What follows belongs to an exercise in optimizing a design on an open flow for small area, a short achievable clock period and few clock cycles; a production flow would make more cautious choices. Function was checked by simulation only, so behaviour that the tests miss may differ from the original. Power figures rest on the tool's default switching activity, not on a simulated workload.

==> job 2792 <==
==> flow/design.v (excerpt) <==
module gpu (
    input  wire        clk,
    input  wire        reset,
    input  wire        start,
    output reg         done,
    input  wire        device_control_write_enable,
    input  wire [15:0] device_control_data,
    output wire [0:0]  program_mem_read_valid,
    output wire [7:0]  program_mem_read_address,
    input  wire [0:0]  program_mem_read_ready,
    input  wire [63:0] program_mem_read_data,
    output wire [1:0]  data_mem_read_valid,
    output wire [15:0] data_mem_read_address,
    input  wire [1:0]  data_mem_read_ready,
    input  wire [63:0] data_mem_read_data,
    output reg  [1:0]  data_mem_write_valid,
    output reg  [15:0] data_mem_write_address,
    output reg  [15:0] data_mem_write_data,
    input  wire [1:0]  data_mem_write_ready
);
    reg [2:0] count0, count1;
    always @(posedge clk) begin
        if (reset) begin
            count0 <= 3'd0;
            count1 <= 3'd0;
        end else if (device_control_write_enable) begin
            count0 <= device_control_data[2:0];
            count1 <= device_control_data[10:8];
        end
    end
    wire has0 = count0 != 3'd0;
    wire has1 = count1 != 3'd0;
    reg started;
    always @(posedge clk) begin
        if (reset)
            started <= 1'b0;
        else
            started <= start;
    end
    wire [7:0] block_id1 = {7'd0, has0};
    wire [1:0]  core_done;
    wire [15:0] fetch_address;
    wire [1:0]  fetch_hit;
    wire [31:0] fetch_instruction;
    wire [7:0]  store_pending;
    wire [63:0] store_address;
    wire [63:0] store_data;
    wire [7:0]  store_grant;
    wire [1:0] fetch_alive;
    wire alive0 = fetch_alive[0] && !(started && !has0);
    wire alive1 = fetch_alive[1] && !(started && !has1);
    cache #(
        .NUM_LINES(4)
    ) icache (
        .clk             (clk),
        .reset           (reset),
        .addr0           (fetch_address[7:0]),
        .addr1           (fetch_address[15:8]),
        .alive0          (alive0),
        .alive1          (alive1),
        .hit0            (fetch_hit[0]),
  ...
Settings: LEC_CHECK=0, CAP_MARGIN=20, CORE_MARGIN=2, CORE_UTILIZATION=40, SLEW_MARGIN=20; clock period 18.0 ns.
standard.sh (not shown) runs the stock make flow with config.mk's settings and CLKGATE_MAP_FILE= SYNTH_SCRIPT=/design/flow/synth_recipe.tcl, a recipe that flattens the netlist after the stock synthesis.
==> flow/flow/run.sh <==
#!/bin/bash
# Layout flow: the standard layout (standard.sh, unchanged synthesis, floorplan, placement,
# CTS and routing) with one setting changed: repair_timing is asked for 11.5 ns of setup slack
# (SETUP_SLACK_MARGIN) against the design's 18 ns clock, so that it sizes and buffers the paths
# that limit the achieved period. The SDC, clock period and all other settings are the standard flow's.
# make's full output goes to flow_make.log here; ORFS's per-step logs stay under orfs/logs.
set -euo pipefail
bash standard.sh SETUP_SLACK_MARGIN=11.5 finish > flow_make.log 2>&1
==> inputs of job 6230, as changes to job 2792 <==
--- a/flow/design.v
+++ b/flow/design.v
@@ -1,29 +1,28 @@
 `default_nettype none
 `timescale 1ns/1ns
 module alu (
     input  wire [7:0] rs,
     input  wire [7:0] rt,
+    input  wire       sub,           
     input  wire       div_first,     
     input  wire [7:0] div_rem,       
     input  wire [7:0] div_quo,       
-    output wire [7:0] sum,
-    output wire [7:0] diff,
-    output wire [7:0] mul_lo,        
+    output wire [7:0] sum,           
     output wire [7:0] prod,          
     output wire [2:0] cmp,           
     output wire [7:0] div_rem_next,
     output wire [7:0] div_quo_next,
     output wire [7:0] div_abs_rt,    
     output wire [7:0] div_result     
 );
-    assign sum  = rs + rt;
-    assign diff = rs - rt;
-    assign mul_lo = rs * rt[3:0];
-    wire [3:0] mul_hi = rs[3:0] * rt[7:4];
-    assign prod = div_rem + {mul_hi, 4'd0};
-    assign cmp  = {$signed(rs) > $signed(rt), rs == rt, $signed(rs) < $signed(rt)};
+    wire [8:0] s9 = {rs[7], rs} + ({9{sub}} ^ {rt[7], rt}) + {8'd0, sub};
+    assign sum  = s9[7:0];
+    assign prod = rs * rt;
+    wire lt = s9[8];
+    wire eq = rs == rt;
+    assign cmp  = {!lt && !eq, eq, lt};
     wire [7:0] ua = rs[7] ? -rs : rs;
     assign div_abs_rt = rt[7] ? -rt : rt;
     wire [7:0] ub  = div_first ? div_abs_rt : rt;
     wire [7:0] rin = div_first ? 8'd0 : div_rem;
     wire [7:0] qin = div_first ? ua : div_quo;
@@ -330,14 +329,13 @@
     wire [3:0] st_rem  = st_pe & ~store_grant;
     assign store_pending = (run && is_str) ? st_pe : 4'd0;
     assign store_address = opa;
     assign store_data    = opb;
     wire commit = run && (is_ldr ? (phase ? ld_last : en == 4'd0) :
-                          is_str ? st_rem == 4'd0 :
-                          is_div ? (phase && div_step == 3'd4) :
-                          is_mul ? phase : 1'b1);
-    wire alu_commit = run && (is_div ? (phase && div_step == 3'd4) : is_mul ? phase : 1'b1);
+                          is_str ? (phase ? pend == 4'd0 : en == 4'd0) :
+                          is_div ? (phase && div_step == 3'd4) : 1'b1);
+    wire alu_commit = run && (is_div ? (phase && div_step == 3'd4) : 1'b1);
     function automatic [1:0] lowest(input [3:0] m);
         lowest = m[0] ? 2'd0 : m[1] ? 2'd1 : m[2] ? 2'd2 : 2'd3;
     endfunction
     wire [3:0] en_in = (x_valid ? thread_mask_next : thread_mask) & count_mask;
     wire [1:0] ld_first_t = lowest(en_in);
@@ -431,16 +429,14 @@
                         read_address <= opa[8*ld_next_t +: 8];
                     end
                 end
             end else if (is_str) begin
                 pend <= st_rem;
-                phase <= st_rem != 4'd0;
+                phase <= !(phase ? pend == 4'd0 : en == 4'd0);
             end else if (is_div) begin
                 div_step <= phase ? div_step + 3'd1 : 3'd1;
                 phase <= !(phase && div_step == 3'd4);
-            end else if (is_mul) begin
-                phase <= !phase;
             end
         end
     end
     wire [3:0] r_rs = ir[7:4];
     wire [3:0] r_rt = ir[3:0];
@@ -449,23 +445,22 @@
     genvar t;
     generate
         for (t = 0; t < 4; t = t + 1) begin : threads
             wire [7:0] a = opa[8*t +: 8];
             wire [7:0] b = opb[8*t +: 8];
-            wire [7:0] sum, diff, mul_lo, prod, dres, drem_n, dquo_n, dabs_b;
+            wire [7:0] sum, prod, dres, drem_n, dquo_n, dabs_b;
             wire [2:0] cmp;
             reg  [7:0] drem, dquo;
             reg  [2:0] nzp_r;
             alu alu_instance (
                 .rs          (a),
                 .rt          (b),
+                .sub         (is_sub || is_cmp),
                 .div_first   (!phase),
                 .div_rem     (drem),
                 .div_quo     (dquo),
                 .sum         (sum),
-                .diff        (diff),
-                .mul_lo      (mul_lo),
                 .prod        (prod),
                 .cmp         (cmp),
                 .div_rem_next(drem_n),
                 .div_quo_next(dquo_n),
                 .div_abs_rt  (dabs_b),
@@ -473,12 +468,10 @@
             );
             always @(posedge clk) begin
                 if (run && is_div && !(phase && div_step == 3'd4)) begin
                     drem <= drem_n;
                     dquo <= dquo_n;
-                end else if (run && is_mul && !phase) begin
-                    drem <= mul_lo;
                 end
             end
             always @(posedge clk) begin
                 if (reset)
                     nzp_r <= 3'd0;
@@ -494,12 +487,11 @@
             assign we[t] = (alu_commit && en[t] && wr_op) || (ld_wait && read_ready && match[t]);
             assign wd[8*t +: 8] = is_ldr   ? ld_byte :
                                   is_const ? imm :
                                   is_movc  ? a :
                                   is_div   ? dres :
-                                  is_add   ? sum :
-                                  is_sub   ? diff : prod;
+                                  is_mul   ? prod : sum;
             assign opa_next[8*t +: 8] = (we[t] && fwd_s) ? wd[8*t +: 8] : rsv[8*t +: 8];
             assign opb_next[8*t +: 8] = (we[t] && fwd_t) ? wd[8*t +: 8] : rtv[8*t +: 8];
             always @(posedge clk) begin
                 if (advance) begin
                     opa[8*t +: 8] <= opa_next[8*t +: 8];
==> flow/flow/run.sh (replaced) <==
#!/bin/bash
# Layout flow: the standard layout (standard.sh, unchanged synthesis, floorplan, placement,
# CTS and routing) with one setting changed: repair_timing is asked for 13 ns of setup slack
# (SETUP_SLACK_MARGIN) against the design's 18 ns clock, so that it sizes and buffers the paths
# that limit the achieved period. The SDC, clock period and all other settings are the standard flow's.
# make's full output goes to flow_make.log here; ORFS's per-step logs stay under orfs/logs.
set -euo pipefail
bash standard.sh SETUP_SLACK_MARGIN=13 finish > flow_make.log 2>&1
==> qor summary <==
| metric | job 2792 | job 6230 |
|---|---|---|
| Outcome | no timing/DRC/antenna violations | finished with violations |
| Violated checks | - | capacitance limit |
| Area after detailed placement | 126,000 sq um | 126,000 sq um |
| Clock tree buffer count of the final layout | 288 | 286 |
| Smallest setup slack after layout | 11,380 ps | 12,870 ps |
| Pwr Total | 0.0102 W | 0.0109 W |
| FF-to-FF setup slack | 11,530 ps | 12,900 ps |
| Final non-filler cell total | 18,000 | 18,800 |
| Yosys cell types | 112 | 103 |
| # placed instances | 17,600 | 17,900 |
| Logic power comb | 0.00163 W | 0.00241 W |
| Worst setup endpoint | core1.opb[13]$_DFFE_PP_ | core0.read_address[2]$_SDFFE_PP0P_ |
| Library cell with the highest instance count after synthesis | sky130_fd_sc_hd__nor2_1 | sky130_fd_sc_hd__nand2_1 |
| Total number of sequential cells | 1,723 | 1,715 |
| Placer's final routability congestion estimate | 1.02 | 0.985 |
| Mean number of vias per cell | 6.38 | 6.40 |
| Routed length on met1 | 200 mm | 206 mm |
| Transition time at the pin with the least slew margin | 1360 ps | 1470 ps |
Testbench counts of job 2792, summed over its fixed seeds: cycles 19,739.
Testbench counts of job 6230, summed over its fixed seeds: cycles 19,076.

-- separate check: timing with driven ports --
In the flow no input, the clock included, has a driving cell. The finished layouts below were timed again as built, in two steps. Step 1: set_driving_cell puts a clkbuf_16 on clk and a buf_2 on each other input, an assumption about the parent block. Step 2 times the ports against the registers' clock, not the clock port: input delays grow and output delays shrink by t, the midpoint of the rising clock arrivals with the driver on. Slacks: no drivers / after step 1 / after step 2; pairs: no drivers / after step 1.
run	t (ns)	setup WS [ns]	worst setup path after step 2	pins driven straight from the clock port
job 2792	1.006	11.376 / 11.456 / 10.451	input to register	1
job 6230	1.027	12.869 / 12.789 / 11.770	input to register	1
For job 6230, which loses most, drivers alone change the setup slack by -0.080 ns; drivers and shift together by -1.099 ns.
